What follows belongs to an exercise in optimizing a design on an open flow for small area; a production flow would make more cautious choices.
RTL that was checked went through simulation tests only; none was proved equivalent to the original.
Power figures rest on the tool's default switching activity, not on a simulated workload.

==> run Y: inputs <==
==> flow/design.v <==
module PID(
	input i_Clk,
	input [13:0]number_of_pulses,
	input [4:0]SW,
	input PID_timer,
	output reset_nop_0,
	input reset,
	output [13:0]signal_dc,
	input [35:0] KP,
	input [35:0] KI,
	input [35:0] KD
);
	reg        rn;
	reg  [5:0] cnt;
	reg [17:0] ep;            
	reg [24:0] sum;           
	reg        sc;            
	reg        sg;            
	reg [20:0] dd;            
	reg        cm, be, bd;    
	reg [18:0] n1;            
	reg [24:0] n2;            
	reg [18:0] n3;            
	reg        ca, cb;        
	reg        w1, w2, w3;    
	reg        sx;            
	reg        gt;            
	reg [13:0] res;           
	reg [13:0] dc_out;
	assign reset_nop_0 = rn;
	assign signal_dc = dc_out;
	wire running = (cnt != 6'd45);
	wire start   = PID_timer & ~rn & ~reset;
	wire pre     = (cnt >= 6'd46);
	wire prod    = (cnt <= 6'd35);
	wire last    = (cnt == 6'd44);
	wire [4:0] pt = cnt[4:0] - 5'd14;    
	wire np_t   = (pt < 5'd14) & dd[2];       
	wire np_t2  = (pt < 5'd16) & dd[0];       
	wire s_t    = (pt >= 5'd8) & (pt <= 5'd12) & dd[8];   
	wire m_t    = np_t ^ np_t2 ^ cm;          
	wire m_c    = (np_t & np_t2) | (cm & (np_t ^ np_t2));
	wire e_t    = s_t ^ m_t ^ be;             
	wire e_b    = (~s_t & (m_t | be)) | (m_t & be);
	wire de_t   = e_t ^ ep[0] ^ bd;           
	wire de_b   = (~e_t & (ep[0] | bd)) | (ep[0] & bd);
	wire       tail  = (cnt >= 6'd36) & (cnt <= 6'd44);     
	wire       spre  = (cnt >= 6'd46) & (cnt <= 6'd61);     
	wire       srot  = tail | spre;
	wire       slast = (cnt == 6'd61);
	wire       ssat  = (cnt == 6'd62);
	wire [3:0] tk    = cnt[3:0] - 4'd5;                     
	wire       e_lo  = (cnt != 6'd36) & ep[tk[2:0]];
	wire       e_hi  = (pt <= 5'd9) ? ep[8] : sg;
	wire       e_s   = tail ? e_lo : e_hi;
	wire       sr    = sum[0] ^ e_s ^ sc;
	wire       scn   = (sum[0] & e_s) | (sc & (sum[0] ^ e_s));
	wire       s25   = sum[0] ^ e_s ^ scn;                  
	wire       ovf   = sc ^ sum[24];
	wire [35:0] oh;           
	wire kp_b, ki_b, kd_b;
	PID_dec  u_dec (.sel(cnt), .oh(oh));
	PID_kbit u_kp (.k(KP), .oh(oh), .b(kp_b));
	PID_kbit u_ki (.k(KI), .oh(oh), .b(ki_b));
	PID_kbit u_kd (.k(KD), .oh(oh), .b(kd_b));
	wire [17:0] no1v, no3v;
	wire [24:0] no2v;
	PID_opnd #(18) u_o1 (.x(ep), .k(kp_b), .no(no1v));
	PID_opnd #(25) u_o2 (.x(sum), .k(ki_b), .no(no2v));
	PID_opnd #(18) u_o3 (.x(dd[20:3]), .k(kd_b), .no(no3v));
	wire [19:0] ns1, ns3, nc1, nc3;
	wire [25:0] ns2, nc2;
	assign ns1[0] = n1[0];
	assign nc1[1] = 1'b1;
	assign ns3[0] = n3[0];
	assign nc3[1] = 1'b1;
	assign nc2[0] = 1'b1;
	genvar k;
	generate
		for (k = 1; k < 19; k = k + 1) begin : acc13
			wire no1 = no1v[k-1];
			wire no3 = no3v[k-1];
			assign ns1[k] = n1[k] ^ no1 ^ nc1[k];
			assign ns3[k] = n3[k] ^ no3 ^ nc3[k];
			if (k < 18) begin : cy
				assign nc1[k+1] = (n1[k] & no1) | (nc1[k] & no1) | (n1[k] & nc1[k]);
				assign nc3[k+1] = (n3[k] & no3) | (nc3[k] & no3) | (n3[k] & nc3[k]);
			end else begin : top
				wire nc1t = (n1[k] & no1) | (nc1[k] & no1) | (n1[k] & nc1[k]);
				wire nc3t = (n3[k] & no3) | (nc3[k] & no3) | (n3[k] & nc3[k]);
				assign ns1[19] = n1[18] ^ no1 ^ nc1t;
				assign ns3[19] = n3[18] ^ no3 ^ nc3t;
			end
		end
		for (k = 0; k < 25; k = k + 1) begin : acc2
			wire no2 = no2v[k];
			assign ns2[k] = n2[k] ^ no2 ^ nc2[k];
			if (k < 24) begin : cy
				assign nc2[k+1] = (n2[k] & no2) | (nc2[k] & no2) | (n2[k] & nc2[k]);
			end else begin : top
				wire nc2t = (n2[k] & no2) | (nc2[k] & no2) | (n2[k] & nc2[k]);
				assign ns2[25] = n2[24] ^ no2 ^ nc2t;
			end
		end
	endgenerate
	wire [19:0] s1 = ~ns1;
	wire [25:0] s2 = ~ns2;
	wire [19:0] s3 = ~ns3;
	wire [18:0] a1 = ~n1;
	wire [24:0] a2 = ~n2;
	wire [18:0] a3 = ~n3;
	wire tc  = (cnt >= 6'd36) & (cnt <= 6'd43);
	wire xb1 = tc & KP[35] & e_lo;
	wire xb2 = tc & KI[35] & sum[0];
	wire xb3 = tc & KD[35] & (cnt != 6'd36) & dd[2];
	wire p1 = s1[0] ^ xb1 ^ w1;
	wire p2 = s2[0] ^ xb2 ^ w2;
	wire p3 = s3[0] ^ xb3 ^ w3;
	wire w1n = (~s1[0] & (xb1 | w1)) | (xb1 & w1);
	wire w2n = (~s2[0] & (xb2 | w2)) | (xb2 & w2);
	wire w3n = (~s3[0] & (xb3 | w3)) | (xb3 & w3);
	wire sg1 = KP[35] ? (~ep[17] & (ep != 18'd0)) : a1[18];
	wire sg2 = KI[35] ? (~sum[24] & (sum != 25'd0)) : a2[24];
	wire sg3 = KD[35] ? (~dd[20] & (dd[20:3] != 18'd0)) : a3[18];
	wire u   = p1 ^ p2 ^ ca;
	wire uc  = (p1 & p2) | (ca & (p1 ^ p2));
	wire y   = u ^ p3 ^ cb;                   
	wire yc  = (u & p3) | (cb & (u ^ p3));
	wire acc = (cnt >= 6'd9) & (cnt <= 6'd43);
	wire [13:0] lim = 14'd10000;
	wire [3:0]  lk  = cnt[3:0] - 4'd2;        
	wire in_res = (cnt >= 6'd18) & (cnt <= 6'd31);
	wire c_k    = in_res & lim[lk];
	wire gt_n   = (y & ~c_k) | (~(y ^ c_k) & gt);
	wire pw35 = ca ^ cb ^ sx;
	always @(posedge i_Clk) begin
		n1 <= {~prod | ns1[19], ns1[18:1]};
		n2 <= {~prod | ns2[25], ns2[24:1]};
		n3 <= {~prod | ns3[19], ns3[18:1]};
		ca <= acc & uc;
		cb <= acc & yc;
		gt <= (cnt >= 6'd18) & (cnt <= 6'd43) & gt_n;
		if (cnt == 6'd36) sx <= sg1 ^ sg2 ^ sg3;
		w1 <= tc & w1n;
		w2 <= tc & w2n;
		w3 <= tc & w3n;
		res <= {in_res ? y : res[0], res[13:1]};
		if (start) begin
			dd <= {SW, number_of_pulses, 2'b00};
			cm <= 1'b0; be <= 1'b0; bd <= 1'b0;
			sg <= ep[17];
		end else if (pre | tail) begin
			dd <= {de_t, dd[20:1]};
			if (pre) begin
				ep <= {e_t, ep[17:1]};
				cm <= m_c; be <= e_b; bd <= de_b;
			end
		end
		if (srot) begin
			sum <= {sr, sum[24:1]};
			sc  <= slast ? s25 : scn;
		end else if (ssat) begin
			if (ovf) sum <= sc ? 25'h1000000 : 25'h0FFFFFF;
			sc <= 1'b0;
		end
		if (reset) begin
			rn <= 1'b1;
			cnt <= 6'd45;
			ep <= 18'd0;
			sum <= 25'd0;
			sc <= 1'b0;
			dc_out <= 14'd0;
		end else begin
			if (start | running) cnt <= cnt + 6'd1;
			if (start) rn <= 1'b1;
			else if (!running || last) rn <= 1'b0;
			if (last) dc_out <= pw35 ? 14'd0 : (gt ? 14'd10000 : {res[1:0], res[13:2]});
		end
	end
endmodule
module PID_dec(
	input  [5:0]  sel,
	output [35:0] oh
);
	wire [7:0] lo = 8'd1 << sel[2:0];
	wire [7:0] hi = 8'd1 << sel[5:3];
	genvar i;
	generate
		for (i = 0; i < 36; i = i + 1) begin : d
			assign oh[i] = hi[i / 8] & lo[i % 8];
		end
	endgenerate
endmodule
module PID_kbit(
	input  [35:0] k,
	input  [35:0] oh,
	output        b
);
	assign b = |(k & oh);
endmodule
module PID_opnd #(parameter W = 18) (
	input  [W-1:0] x,
	input          k,
	output [W-1:0] no
);
	assign no = ~(x & {W{k}});
endmodule
==> flow/flow/run.sh <==
#!/bin/bash
set -euo pipefail
export BUFFER_PORTS_ARGS="-buffer_cell sky130_fd_sc_hd__buf_1"
export CTS_ARGS="-sink_clustering_enable -repair_clock_nets -dont_use_dummy_load -sink_clustering_size 30 -buf_list sky130_fd_sc_hd__clkbuf_8"
bash standard.sh > standard_flow.log 2>&1
==> flow/standard.sh <==
#!/bin/bash
# synth_recipe.tcl (not shown) runs the flow's synth.tcl, then flattens the netlist and writes it again
# the make line also repeats each setting of config.mk as NAME=value (left out here)
make -C /OpenROAD-flow-scripts/flow DESIGN_CONFIG=/design/flow/config.mk WORK_HOME=/design/flow/orfs CLKGATE_MAP_FILE= SYNTH_SCRIPT=/design/flow/synth_recipe.tcl "${@:-finish}"
==> flow/config.mk <==
export PLATFORM = sky130hd
export DESIGN_NAME = PID
export DESIGN_NICKNAME = PID
export VERILOG_FILES = /design/flow/design.v
export SDC_FILE = /design/flow/constraint.sdc
export NUM_CORES = 4
export LEC_CHECK = 0
export CAP_MARGIN = 20
export CORE_MARGIN = 2
export CORE_UTILIZATION = 40
export CTS_BUF_LIST = sky130_fd_sc_hd__clkbuf_8
export CTS_CLUSTER_SIZE = 30
export SLEW_MARGIN = 20
export SYNTH_HIERARCHICAL = 1
export SYNTH_MINIMUM_KEEP_SIZE = 0
==> flow/constraint.sdc <==
create_clock -name core_clock -period 20.0 [get_ports {i_Clk}]
set_input_delay 4.0000 -clock core_clock [delete_from_list [all_inputs] [get_ports {i_Clk}]]
set_output_delay 4.0000 -clock core_clock [all_outputs]
set_load 0.01 [all_outputs]
==> run G (differences from run Y) <==
==> flow/design.v, changed modules only <==
module PID(
	input i_Clk,
	input [13:0]number_of_pulses,
	input [4:0]SW,
	input PID_timer,
	output reset_nop_0,
	input reset,
	output [13:0]signal_dc,
	input [35:0] KP,
	input [35:0] KI,
	input [35:0] KD
);
	reg        rn;
	reg  [5:0] cnt;           
	reg [17:0] ep;            
	reg [24:0] sum;           
	reg [20:0] dd;            
	reg        cm, be, bd;    
	reg [18:0] a1;            
	reg [24:0] a2;            
	reg [18:0] a3;            
	reg        ca, cb;        
	reg        sx;            
	reg        gt;            
	reg [13:0] res;           
	reg [13:0] dc_out;
	assign reset_nop_0 = rn;
	assign signal_dc = dc_out;
	wire running = (cnt != 6'd45);
	wire start   = PID_timer & ~rn & ~reset;
	wire pre     = (cnt >= 6'd46);
	wire prod    = (cnt <= 6'd35);
	wire neg     = (cnt == 6'd35);
	wire last    = (cnt == 6'd44);
	wire [4:0] pt = cnt[4:0] - 5'd14;    
	wire np_t   = (pt < 5'd14) & dd[2];       
	wire np_t2  = (pt < 5'd16) & dd[0];       
	wire s_t    = (pt >= 5'd8) & (pt <= 5'd12) & dd[8];   
	wire m_t    = np_t ^ np_t2 ^ cm;          
	wire m_c    = (np_t & np_t2) | (cm & (np_t ^ np_t2));
	wire e_t    = s_t ^ m_t ^ be;             
	wire e_b    = (~s_t & (m_t | be)) | (m_t & be);
	wire de_t   = e_t ^ ep[0] ^ bd;           
	wire de_b   = (~e_t & (ep[0] | bd)) | (ep[0] & bd);
	wire kp_b = prod & KP[cnt];
	wire ki_b = prod & KI[cnt];
	wire kd_b = prod & KD[cnt];
	wire [18:0] x1 = {ep, 1'b0};
	wire [24:0] x2 = sum;
	wire [18:0] x3 = {dd[20:3], 1'b0};
	wire [18:0] o1 = kp_b ? (neg ? ~x1 : x1) : 19'd0;
	wire [24:0] o2 = ki_b ? (neg ? ~x2 : x2) : 25'd0;
	wire [18:0] o3 = kd_b ? (neg ? ~x3 : x3) : 19'd0;
	wire [19:0] s1 = {a1[18], a1} + {o1[18], o1} + {19'd0, kp_b & neg};
	wire [25:0] s2 = {a2[24], a2} + {o2[24], o2} + {25'd0, ki_b & neg};
	wire [19:0] s3 = {a3[18], a3} + {o3[18], o3} + {19'd0, kd_b & neg};
	wire p1 = s1[0], p2 = s2[0], p3 = s3[0];
	wire u   = p1 ^ p2 ^ ca;
	wire uc  = (p1 & p2) | (ca & (p1 ^ p2));
	wire y   = u ^ p3 ^ cb;                   
	wire yc  = (u & p3) | (cb & (u ^ p3));
	wire acc = (cnt >= 6'd9) & (cnt <= 6'd43);
	wire [13:0] lim = 14'd10000;
	wire [3:0]  lk  = cnt[3:0] - 4'd2;        
	wire in_res = (cnt >= 6'd18) & (cnt <= 6'd31);
	wire c_k    = in_res & lim[lk];
	wire gt_n   = (y & ~c_k) | (~(y ^ c_k) & gt);
	wire pw35 = ca ^ cb ^ sx;
	wire [25:0] sn  = {sum[24], sum} + {{7{ep[17]}}, ep, 1'b0};
	wire        ovf = sn[25] ^ sn[24];
	wire [24:0] sat = ovf ? (sn[25] ? 25'h1000000 : 25'h0FFFFFF) : sn[24:0];
	always @(posedge i_Clk) begin
		a1 <= {prod & s1[19], s1[18:1]};
		a2 <= {prod & s2[25], s2[24:1]};
		a3 <= {prod & s3[19], s3[18:1]};
		ca <= acc & uc;
		cb <= acc & yc;
		gt <= (cnt >= 6'd18) & (cnt <= 6'd43) & gt_n;
		if (cnt == 6'd36) sx <= a1[18] ^ a2[24] ^ a3[18];
		if (in_res) res <= {y, res[13:1]};
		if (start) begin
			dd <= {SW, number_of_pulses, 2'b00};
			cm <= 1'b0; be <= 1'b0; bd <= 1'b0;
		end else if (pre) begin
			dd <= {de_t, dd[20:1]};
			ep <= {e_t, ep[17:1]};
			cm <= m_c; be <= e_b; bd <= de_b;
		end
		if (reset) begin
			rn <= 1'b1;
			cnt <= 6'd45;
			ep <= 18'd0;
			sum <= 25'd0;
			dc_out <= 14'd0;
		end else begin
			if (start | running) cnt <= cnt + 6'd1;
			if (start) rn <= 1'b1;
			else if (!running || last) rn <= 1'b0;
			if (last) begin
				dc_out <= pw35 ? 14'd0 : (gt ? 14'd10000 : res);
				sum <= sat;
			end
		end
	end
endmodule
// module PID_dec removed
// module PID_kbit removed
// module PID_opnd removed
==> flow/run.sh (new file) <==
#!/bin/bash
# synth_recipe.tcl (not shown) runs the flow's synth.tcl, then flattens the netlist and writes it again
# the make line also repeats each setting of config.mk as NAME=value (left out here)
make -C /OpenROAD-flow-scripts/flow DESIGN_CONFIG=/design/flow/config.mk WORK_HOME=/design/flow/orfs CLKGATE_MAP_FILE= SYNTH_SCRIPT=/design/flow/synth_recipe.tcl finish
--- a/flow/config.mk
+++ b/flow/config.mk
@@ -8,8 +8,4 @@
 export CAP_MARGIN = 20
 export CORE_MARGIN = 2
 export CORE_UTILIZATION = 40
-export CTS_BUF_LIST = sky130_fd_sc_hd__clkbuf_8
-export CTS_CLUSTER_SIZE = 30
 export SLEW_MARGIN = 20
-export SYNTH_HIERARCHICAL = 1
-export SYNTH_MINIMUM_KEEP_SIZE = 0
removed: flow/flow/run.sh
removed: flow/standard.sh
==> run C (differences from run Y) <==
==> flow/design.v, changed modules only <==
module PID(
	input i_Clk,
	input [13:0]number_of_pulses,
	input [4:0]SW,
	input PID_timer,
	output reset_nop_0,
	input reset,
	output [13:0]signal_dc,
	input [35:0] KP,
	input [35:0] KI,
	input [35:0] KD
);
	reg        rn;
	reg  [5:0] cnt;
	reg [17:0] ep;            
	reg [24:0] sum;           
	reg        sc;            
	reg        sg;            
	reg [20:0] dd;            
	reg        cm, be, bd;    
	reg [18:0] a1;            
	reg [24:0] a2;            
	reg [18:0] a3;            
	reg        ca, cb;        
	reg        w1, w2, w3;    
	reg        sx;            
	reg        gt;            
	reg [13:0] res;           
	reg [13:0] dc_out;
	assign reset_nop_0 = rn;
	assign signal_dc = dc_out;
	wire running = (cnt != 6'd45);
	wire start   = PID_timer & ~rn & ~reset;
	wire pre     = (cnt >= 6'd46);
	wire prod    = (cnt <= 6'd35);
	wire last    = (cnt == 6'd44);
	wire [4:0] pt = cnt[4:0] - 5'd14;    
	wire np_t   = (pt < 5'd14) & dd[2];       
	wire np_t2  = (pt < 5'd16) & dd[0];       
	wire s_t    = (pt >= 5'd8) & (pt <= 5'd12) & dd[8];   
	wire m_t    = np_t ^ np_t2 ^ cm;          
	wire m_c    = (np_t & np_t2) | (cm & (np_t ^ np_t2));
	wire e_t    = s_t ^ m_t ^ be;             
	wire e_b    = (~s_t & (m_t | be)) | (m_t & be);
	wire de_t   = e_t ^ ep[0] ^ bd;           
	wire de_b   = (~e_t & (ep[0] | bd)) | (ep[0] & bd);
	wire       tail  = (cnt >= 6'd36) & (cnt <= 6'd44);     
	wire       spre  = (cnt >= 6'd46) & (cnt <= 6'd61);     
	wire       srot  = tail | spre;
	wire       slast = (cnt == 6'd61);
	wire       ssat  = (cnt == 6'd62);
	wire [3:0] tk    = cnt[3:0] - 4'd5;                     
	wire       e_lo  = (cnt != 6'd36) & ep[tk[2:0]];
	wire       e_hi  = (pt <= 5'd9) ? ep[8] : sg;
	wire       e_s   = tail ? e_lo : e_hi;
	wire       sr    = sum[0] ^ e_s ^ sc;
	wire       scn   = (sum[0] & e_s) | (sc & (sum[0] ^ e_s));
	wire       s25   = sum[0] ^ e_s ^ scn;                  
	wire       ovf   = sc ^ sum[24];
	wire [35:0] oh;           
	wire kp_b, ki_b, kd_b;
	PID_dec  u_dec (.sel(cnt), .oh(oh));
	PID_kbit u_kp (.k(KP), .oh(oh), .b(kp_b));
	PID_kbit u_ki (.k(KI), .oh(oh), .b(ki_b));
	PID_kbit u_kd (.k(KD), .oh(oh), .b(kd_b));
	wire [19:0] s1, s3;
	wire [25:0] s2;
	wire [19:0] c1, c3;
	wire [25:0] c2;
	assign s1[0] = a1[0];
	assign c1[1] = 1'b0;
	assign s3[0] = a3[0];
	assign c3[1] = 1'b0;
	assign c2[0] = 1'b0;
	genvar k;
	generate
		for (k = 1; k < 19; k = k + 1) begin : acc13
			wire o1 = ep[k-1] & kp_b;
			wire o3 = dd[k+2] & kd_b;
			assign s1[k] = a1[k] ^ o1 ^ c1[k];
			assign s3[k] = a3[k] ^ o3 ^ c3[k];
			if (k < 18) begin : cy
				assign c1[k+1] = (a1[k] & o1) | (c1[k] & (a1[k] ^ o1));
				assign c3[k+1] = (a3[k] & o3) | (c3[k] & (a3[k] ^ o3));
			end else begin : top
				wire c1t = (a1[k] & o1) | (c1[k] & (a1[k] ^ o1));
				wire c3t = (a3[k] & o3) | (c3[k] & (a3[k] ^ o3));
				assign s1[19] = a1[18] ^ o1 ^ c1t;
				assign s3[19] = a3[18] ^ o3 ^ c3t;
			end
		end
		for (k = 0; k < 25; k = k + 1) begin : acc2
			wire o2 = sum[k] & ki_b;
			assign s2[k] = a2[k] ^ o2 ^ c2[k];
			if (k < 24) begin : cy
				assign c2[k+1] = (a2[k] & o2) | (c2[k] & (a2[k] ^ o2));
			end else begin : top
				wire c2t = (a2[k] & o2) | (c2[k] & (a2[k] ^ o2));
				assign s2[25] = a2[24] ^ o2 ^ c2t;
			end
		end
	endgenerate
	wire tc  = (cnt >= 6'd36) & (cnt <= 6'd43);
	wire xb1 = tc & KP[35] & e_lo;
	wire xb2 = tc & KI[35] & sum[0];
	wire xb3 = tc & KD[35] & (cnt != 6'd36) & dd[2];
	wire p1 = s1[0] ^ xb1 ^ w1;
	wire p2 = s2[0] ^ xb2 ^ w2;
	wire p3 = s3[0] ^ xb3 ^ w3;
	wire w1n = (~s1[0] & (xb1 | w1)) | (xb1 & w1);
	wire w2n = (~s2[0] & (xb2 | w2)) | (xb2 & w2);
	wire w3n = (~s3[0] & (xb3 | w3)) | (xb3 & w3);
	wire sg1 = KP[35] ? (~ep[17] & (ep != 18'd0)) : a1[18];
	wire sg2 = KI[35] ? (~sum[24] & (sum != 25'd0)) : a2[24];
	wire sg3 = KD[35] ? (~dd[20] & (dd[20:3] != 18'd0)) : a3[18];
	wire u   = p1 ^ p2 ^ ca;
	wire uc  = (p1 & p2) | (ca & (p1 ^ p2));
	wire y   = u ^ p3 ^ cb;                   
	wire yc  = (u & p3) | (cb & (u ^ p3));
	wire acc = (cnt >= 6'd9) & (cnt <= 6'd43);
	wire [13:0] lim = 14'd10000;
	wire [3:0]  lk  = cnt[3:0] - 4'd2;        
	wire in_res = (cnt >= 6'd18) & (cnt <= 6'd31);
	wire c_k    = in_res & lim[lk];
	wire gt_n   = (y & ~c_k) | (~(y ^ c_k) & gt);
	wire pw35 = ca ^ cb ^ sx;
	always @(posedge i_Clk) begin
		a1 <= {prod & s1[19], s1[18:1]};
		a2 <= {prod & s2[25], s2[24:1]};
		a3 <= {prod & s3[19], s3[18:1]};
		ca <= acc & uc;
		cb <= acc & yc;
		gt <= (cnt >= 6'd18) & (cnt <= 6'd43) & gt_n;
		if (cnt == 6'd36) sx <= sg1 ^ sg2 ^ sg3;
		w1 <= tc & w1n;
		w2 <= tc & w2n;
		w3 <= tc & w3n;
		res <= {in_res ? y : res[0], res[13:1]};
		if (start) begin
			dd <= {SW, number_of_pulses, 2'b00};
			cm <= 1'b0; be <= 1'b0; bd <= 1'b0;
			sg <= ep[17];
		end else if (pre | tail) begin
			dd <= {de_t, dd[20:1]};
			if (pre) begin
				ep <= {e_t, ep[17:1]};
				cm <= m_c; be <= e_b; bd <= de_b;
			end
		end
		if (srot) begin
			sum <= {sr, sum[24:1]};
			sc  <= slast ? s25 : scn;
		end else if (ssat) begin
			if (ovf) sum <= sc ? 25'h1000000 : 25'h0FFFFFF;
			sc <= 1'b0;
		end
		if (reset) begin
			rn <= 1'b1;
			cnt <= 6'd45;
			ep <= 18'd0;
			sum <= 25'd0;
			sc <= 1'b0;
			dc_out <= 14'd0;
		end else begin
			if (start | running) cnt <= cnt + 6'd1;
			if (start) rn <= 1'b1;
			else if (!running || last) rn <= 1'b0;
			if (last) dc_out <= pw35 ? 14'd0 : (gt ? 14'd10000 : {res[1:0], res[13:2]});
		end
	end
endmodule
// module PID_opnd removed
==> flow/flow/run.sh (replaced) <==
#!/bin/bash
set -euo pipefail
export BUFFER_PORTS_ARGS="-buffer_cell sky130_fd_sc_hd__buf_1"
bash standard.sh > standard_flow.log 2>&1
==> comparison table <==
|  | run Y | run C | run G |
|---|---|---|---|
| Leak pwr | 0.003192 uW | 0.003847 uW | 0.005721 uW |
| Post-synthesis net count | 1,089 | 1,102 | 1,501 |
| Worst Tran Pin Value | 1.054 ns | 1.064 ns | 1.021 ns |
| Portion of the clock cycle consumed by the worst path in the final layout | 71.54% | 73.16% | 43.24% |
| Critical hold path startpoint | res[13]$_DFF_P_ | res[2]$_DFF_P_ | res[4]$_DFFE_PP_ |
| FILL cells | 2,159 | 2,162 | 2,589 |
| Critical Path Max Stage Delay | 0.43 ns | 0.66 ns | 0.57 ns |
| Worst-Skew Late Latency | 0.46 ns | 0.48 ns | 0.45 ns |
| Power per Cell Area | 111.9 nW/um^2 | 101.9 nW/um^2 | 104.8 nW/um^2 |
| Cell Area, Synth | 8836 sq um | 8867 sq um | 11,360 sq um |
| Clock transition at the register clock pins on the worst setup and hold paths after CTS | 0.09 ns | 0.09 ns | 0.07 ns |
| Routed wire length | 19,760 microns | 21,240 microns | 26,580 microns |
| Register-to-register path setup slack | 7.56 ns | 7.45 ns | 14.25 ns |
| Worst setup path endpoint | n2[23]$_DFF_P_ | a2[23]$_DFF_P_ | a2[21]$_DFF_P_ |
| Status | no timing/DRC/antenna violations | no timing/DRC/antenna violations | no timing/DRC/antenna violations |
| Number of synthesized flops with an enable pin | 21 | 21 | 34 |
| Proportion of total power due to net switching | 38.55% | 39.83% | 39.72% |
Only the layout flow was run in run C; the RTL was not checked for function there.

## separate check: timing with driven ports
The flow's constraints put no driver on any port. The routed layouts listed below were extracted and timed again, unchanged, in two steps. Step 1: set_driving_cell puts a clkbuf_16 on i_Clk and a buf_2 on each other input, an assumption about the parent block. Step 2 adds t to the input delays and takes it off the output delays; t is the mean of the earliest and latest rising clock arrival at the registers after step 1. Input paths then give back, and output paths get back, about the clock's delay inside the block. a / b / c = ideal / step 1 / step 2; a / b = the first two.
run	shift t [ns]	slack for setup (ns)	worst setup path after step 2	clock arrival spread, ns
run Y	0.487	5.691 / 5.688 / 5.201	input to register	0.036 / 0.037
run G	0.486	11.353 / 11.381 / 10.895	input to register	0.022 / 0.022
run C	0.504	5.367 / 5.383 / 4.879	input to register	0.030 / 0.029
After both steps every run listed still meets setup and hold. The setup slack of run Y, which loses most, moves by -0.003 ns with the drivers and by -0.490 ns with both steps.
